Background: an optimization exercise with open tools, aiming at small area, a short achievable clock period and few clock cycles per item. Do not read the settings as production practice. Power is estimated from default activity; no workload was simulated.

Setup of P:
Design cordic_engine, start of the top module:
module cordic_engine
#(
    parameter IO_BW=32
)
(
    clk,
    rst_n,
    phase,
    mode,
    pop,
    valid_in,
    valid_out,
    result
);
input   clk;
input   rst_n;
input   valid_in;
input   [IO_BW-1:0] phase;
input   [2:0] mode;
output  [IO_BW-1:0] result;
output reg valid_out;
output reg pop;
wire [9:0] p = phase[9:0];
wire dbl = (mode == 3'd2) | (mode == 3'd3) | (mode == 3'd4);    
wire zer = (mode > 3'd4);
function gt;
    input [9:0] a;
    input [9:0] k;
    integer i;
    begin
        gt = 1'b0;
        for (i = 0; i < 10; i = i + 1)
            gt = k[i] ? (a[i] & gt) : (a[i] | gt);
    end
endfunction
wire [6:0] g = {gt(p, 10'd630), gt(p, 10'd540), gt(p, 10'd450), gt(p, 10'd360),
                 gt(p, 10'd270), gt(p, 10'd180), gt(p, 10'd90)};
wire [7:0] pp = zer ? 8'd0 : dbl ? {p[6:0], 1'b0} : p[7:0];
reg       v1;
reg [7:0] pp1;
reg [6:0] g1;
reg       c0, c1, c2, c3, c4, c5;    
always @(posedge clk) begin
    if (!rst_n) begin
        v1  <= 1'b0;
        pop <= 1'b1;
    end else begin
        v1  <= valid_in;
        pop <= 1'b0;
    end
    pp1 <= pp;
    g1  <= g;
    c0  <= (mode == 3'd0);
    c1  <= (mode == 3'd1);
    c2  <= (mode == 3'd2);
    c3  <= (mode == 3'd3);
    c4  <= (mode == 3'd4);
    c5  <= (mode > 3'd4);
end
wire [9:0] lut;
assign lut[0] = (c0 & ((g1[5]) | (~g1[3] & g1[1]))) |
    (c1 & ((~g1[1]) | (~g1[5] & g1[3]))) |
    ((c2 | c3) & ((~g1[0]) | (~g1[2] & g1[1]) | (~g1[4] & g1[3]) | (~g1[6] & g1[5]))) |
    (c4 & ((~g1[1] & g1[0]) | (~g1[5] & g1[4]) | (~g1[3] & g1[2]) | (g1[6]))) |
    c5;
assign lut[1] = (c0 & ((g1[5]) | (~g1[3] & g1[1]))) |
    (c1 & ((~g1[1]) | (~g1[5] & g1[3]))) |
    ((c2 | c3) & ((~g1[0]) | (~g1[2] & g1[1]) | (~g1[4] & g1[3]) | (~g1[6] & g1[5]))) |
    (c4 & ((~g1[1] & g1[0]) | (~g1[5] & g1[4]) | (~g1[3] & g1[2]) | (g1[6]))) |
    c5;
assign lut[2] = (c0 & ((~g1[1]) | (~g1[5] & g1[3]))) |
    (c1 & ((~g1[1]) | (~g1[5] & g1[3]))) |
    ((c2 | c3) & ((~g1[0]) | (~g1[2] & g1[1]) | (~g1[4] & g1[3]) | (~g1[6] & g1[5]))) |
    (c4 & ((~g1[0]) | (~g1[2] & g1[1]) | (~g1[4] & g1[3]) | (~g1[6] & g1[5])));
assign lut[3] = (c0 & ((~g1[1]) | (g1[5]))) |
    (c1 & ((g1[3]))) |
    ((c2 | c3) & ((g1[5]) | (~g1[3] & g1[1]))) |
  ...
For scale: roughly 72 I/O pins.
==> module cordic_engine, before the edit <==
module cordic_engine
#(
    parameter IO_BW=32
)
(
    clk,
    rst_n,
    phase,
    mode,
    pop,
    valid_in,
    valid_out,
    result
);
input   clk;
input   rst_n;
input   valid_in;
input   [IO_BW-1:0] phase;
input   [2:0] mode;
output  [IO_BW-1:0] result;
output reg valid_out;
output reg pop;
wire [9:0] p = phase[9:0];
wire dbl = (mode == 3'd2) | (mode == 3'd3) | (mode == 3'd4);    
wire zer = (mode > 3'd4);
function gt;
    input [9:0] a;
    input [9:0] k;
    integer i;
    begin
        gt = 1'b0;
        for (i = 0; i < 10; i = i + 1)
            gt = k[i] ? (a[i] & gt) : (a[i] | gt);
    end
endfunction
wire [6:0] g = {gt(p, 10'd630), gt(p, 10'd540), gt(p, 10'd450), gt(p, 10'd360),
                 gt(p, 10'd270), gt(p, 10'd180), gt(p, 10'd90)};
wire [7:0] pp = zer ? 8'd0 : dbl ? {p[6:0], 1'b0} : p[7:0];
reg       v1;
reg [7:0] pp1;
reg [6:0] g1;
reg       c0, c1, c2, c3, c4, c5;    
always @(posedge clk) begin
    if (!rst_n) begin
        v1  <= 1'b0;
        pop <= 1'b1;
    end else begin
        v1  <= valid_in;
        pop <= 1'b0;
    end
    pp1 <= pp;
    g1  <= g;
    c0  <= (mode == 3'd0);
    c1  <= (mode == 3'd1);
    c2  <= (mode == 3'd2);
    c3  <= (mode == 3'd3);
    c4  <= (mode == 3'd4);
    c5  <= (mode > 3'd4);
end
wire [9:0] lut;
assign lut[0] = (c0 & ((g1[5]) | (~g1[3] & g1[1]))) |
    (c1 & ((~g1[1]) | (~g1[5] & g1[3]))) |
    ((c2 | c3) & ((~g1[0]) | (~g1[2] & g1[1]) | (~g1[4] & g1[3]) | (~g1[6] & g1[5]))) |
    (c4 & ((~g1[1] & g1[0]) | (~g1[5] & g1[4]) | (~g1[3] & g1[2]) | (g1[6]))) |
    c5;
assign lut[1] = (c0 & ((g1[5]) | (~g1[3] & g1[1]))) |
    (c1 & ((~g1[1]) | (~g1[5] & g1[3]))) |
    ((c2 | c3) & ((~g1[0]) | (~g1[2] & g1[1]) | (~g1[4] & g1[3]) | (~g1[6] & g1[5]))) |
    (c4 & ((~g1[1] & g1[0]) | (~g1[5] & g1[4]) | (~g1[3] & g1[2]) | (g1[6]))) |
    c5;
assign lut[2] = (c0 & ((~g1[1]) | (~g1[5] & g1[3]))) |
    (c1 & ((~g1[1]) | (~g1[5] & g1[3]))) |
    ((c2 | c3) & ((~g1[0]) | (~g1[2] & g1[1]) | (~g1[4] & g1[3]) | (~g1[6] & g1[5]))) |
    (c4 & ((~g1[0]) | (~g1[2] & g1[1]) | (~g1[4] & g1[3]) | (~g1[6] & g1[5])));
assign lut[3] = (c0 & ((~g1[1]) | (g1[5]))) |
    (c1 & ((g1[3]))) |
    ((c2 | c3) & ((g1[5]) | (~g1[3] & g1[1]))) |
    (c4 & ((~g1[0]) | (g1[6]) | (~g1[4] & g1[2]))) |
    c5;
assign lut[4] = (c0 & ((g1[3]))) |
    (c1 & ((~g1[1]))) |
    ((c2 | c3) & ((~g1[0]) | (g1[4]))) |
    (c4 & ((~g1[5] & g1[1])));
assign lut[5] = (c0 & ((g1[1]))) |
    (c1 & ((g1[3]))) |
    ((c2 | c3) & ((g1[6]) | (~g1[3] & g1[1]))) |
    (c4 & ((g1[6]) | (~g1[3] & g1[0])));
assign lut[6] = (c0 & ((~g1[3]) | (g1[5]))) |
    (c1 & ((g1[5]))) |
    ((c2 | c3) & ((~g1[6] & g1[2]))) |
    (c4 & ((~g1[1]) | (~g1[3] & g1[2]))) |
    c5;
assign lut[7] = (c0 & ((~g1[1]) | (g1[5]))) |
    (c1 & ((g1[1]))) |
    ((c2 | c3) & ((g1[5]) | (~g1[3] & g1[0]))) |
    (c4 & ((~g1[0]) | (~g1[5] & g1[2]))) |
    c5;
assign lut[8] = (c0 & ((~g1[1]) | (~g1[5] & g1[3]))) |
    (c1 & ((g1[5]) | (~g1[3] & g1[1]))) |
    ((c2 | c3) & ((~g1[1] & g1[0]) | (~g1[5] & g1[4]) | (~g1[3] & g1[2]) | (g1[6]))) |
    (c4 & ((~g1[0]) | (~g1[2] & g1[1]) | (~g1[4] & g1[3]) | (~g1[6] & g1[5])));
assign lut[9] = (c0 & ((g1[3]))) |
    (c1 & ((~g1[5] & g1[1]))) |
    (c2 & ((~g1[0]) | (g1[6]) | (~g1[4] & g1[2]))) |
    (c3 & ((~g1[6] & g1[4]) | (~g1[2] & g1[0]))) |
    (c4 & ((g1[5]) | (~g1[3] & g1[1])));
wire [7:0] u = (pp1 ^ {8{lut[8]}}) + lut[7:0];
reg       v2, inv2, sh2, m23_2, isx2;
reg [7:0] u2;
always @(posedge clk) begin
    if (!rst_n) v2 <= 1'b0;
    else        v2 <= v1;
    u2    <= u;
    inv2  <= lut[9] & ~(c4 & g1[2] & ~g1[3] & (pp1 == 8'd208));
    sh2   <= c2 | c3 | c4;
    m23_2 <= c2 | c3;
    isx2  <= c1 | c2 | c3;
end
wire [15:0] t;
controller controller (.u(u2), .v(t));
wire sp = isx2 & (u2 == 8'd113);    
reg        v3, inv3, sh3, m23_3;
reg [15:0] t3;
always @(posedge clk) begin
    if (!rst_n) v3 <= 1'b0;
    else        v3 <= v2;
    t3    <= {t[15:3], sp ? 3'b100 : t[2:0]};
    inv3  <= inv2;
    sh3   <= sh2;
    m23_3 <= m23_2;
end
reg  [14:0] r_lo;
reg         r15, rs, rsv;
always @(posedge clk) begin
    if (!rst_n) valid_out <= 1'b0;
    else        valid_out <= v3;
    r_lo <= (sh3 ? t3[15:1] : t3[14:0]) ^ {15{inv3}};
    r15  <= sh3 ? (m23_3 ^ inv3) : (t3[15] ^ inv3);
    rs   <= ~m23_3 & inv3;
    rsv  <= ~m23_3 & inv3 & v3;    
end
assign result = {{8{rs}}, {8{rsv}}, r15, r_lo};
endmodule
clock: 6.0 ns
lec_check: 0
abc_area: 1
cap_margin: 20
core_margin: 2
core_utilization: 40
place_density: 0.6
setup_slack_margin: 3.8
slew_margin: 20
run.sh (not shown) runs the stock make flow with config.mk's settings and CLKGATE_MAP_FILE= SYNTH_SCRIPT=/design/flow/synth_recipe.tcl, a recipe that flattens the netlist after the stock synthesis.
> inputs changed (P -> Q)
-- flow/design.v --
<<< P, line 1210
controller controller (.u(u2), .v(t));
wire sp = isx2 & (u2 == 8'd113);    
reg        v3, inv3, sh3, m23_3;
reg [15:0] t3;
always @(posedge clk) begin
    if (!rst_n) v3 <= 1'b0;
    else        v3 <= v2;
    t3    <= {t[15:3], sp ? 3'b100 : t[2:0]};
    inv3  <= inv2;
    sh3   <= sh2;
    m23_3 <= m23_2;
end
reg  [14:0] r_lo;
reg         r15, rs, rsv;
>>> Q, line 1210
controller controller (.u(u2), .v(t));
wire sp = isx2 & (u2 == 8'd113);    
reg        v3, inv3, sh3, m23_3, sp3;
reg [15:0] t3;
always @(posedge clk) begin
    if (!rst_n) v3 <= 1'b0;
    else        v3 <= v2;
    t3    <= t;
    sp3   <= sp;
    inv3  <= inv2;
    sh3   <= sh2;
    m23_3 <= m23_2;
end
wire [15:0] tv = {t3[15:3], sp3 ? 3'b100 : t3[2:0]};
reg  [14:0] r_lo;
reg         r15, rs, rsv;
<<< P, line 1225
    if (!rst_n) valid_out <= 1'b0;
    else        valid_out <= v3;
    r_lo <= (sh3 ? t3[15:1] : t3[14:0]) ^ {15{inv3}};
    r15  <= sh3 ? (m23_3 ^ inv3) : (t3[15] ^ inv3);
    rs   <= ~m23_3 & inv3;
    rsv  <= ~m23_3 & inv3 & v3;    
>>> Q, line 1227
    if (!rst_n) valid_out <= 1'b0;
    else        valid_out <= v3;
    r_lo <= (sh3 ? tv[15:1] : tv[14:0]) ^ {15{inv3}};
    r15  <= sh3 ? (m23_3 ^ inv3) : (tv[15] ^ inv3);
    rs   <= ~m23_3 & inv3;
    rsv  <= ~m23_3 & inv3 & v3;    
==> results.txt <==
- Diff P -> Q: utilization decreased by 2.2 points relative to the old numbers, sequential share of layout area increased by 0.55 points relative to the old numbers, part of the power in combinational logic decreased by 0.9 points relative to the old numbers.
- Post-route clock skew: P vs Q — no meaningful difference
- In the reports, the flip-flop count of Q exceeds that of P.
- Power in the clock group across Q and P: no real change.
- When Q is measured against P, its via count turns out 28 lower.
- Against P, pin count of the biggest net entering global routing in Q fell by more than a quarter.
- Initial core utilization delta for Q relative to P: 0.91 points lower
- On sequential fraction of design power: between Q and P, it ends up lower for P.
Function was not checked in any run of this note: the RTL went through the layout flow alone.

## static timing again, ports no longer ideal
In the flow no input, the clock included, has a driving cell. The finished layouts below were timed again as built, in two steps. Step 1 assumes that a clkbuf_16 drives the clock port and a buf_2 every other input. Step 2 adds t to the input delays and takes it off the output delays; t is the mean of the earliest and latest rising clock arrival at the registers after step 1. Input paths then give back, and output paths get back, about the clock's delay inside the block. Three values: ideal, step 1, step 2; two values: the first two.
run | shift t [ns] | slack for setup (ns) | worst setup path at the end | worst register clock-pin slew, ns | worst data-port slew with drivers (ns)
P | 0.384 | 3.600 / 3.600 / 3.470 | input to register | 0.07 / 0.07 | 0.03
Q | 0.377 | 3.547 / 3.547 / 3.517 | input to register | 0.07 / 0.07 | 0.03
After both steps every run listed still meets setup and hold. For P, which loses most, drivers alone change the setup slack by 0.000 ns; drivers and shift together by -0.130 ns.
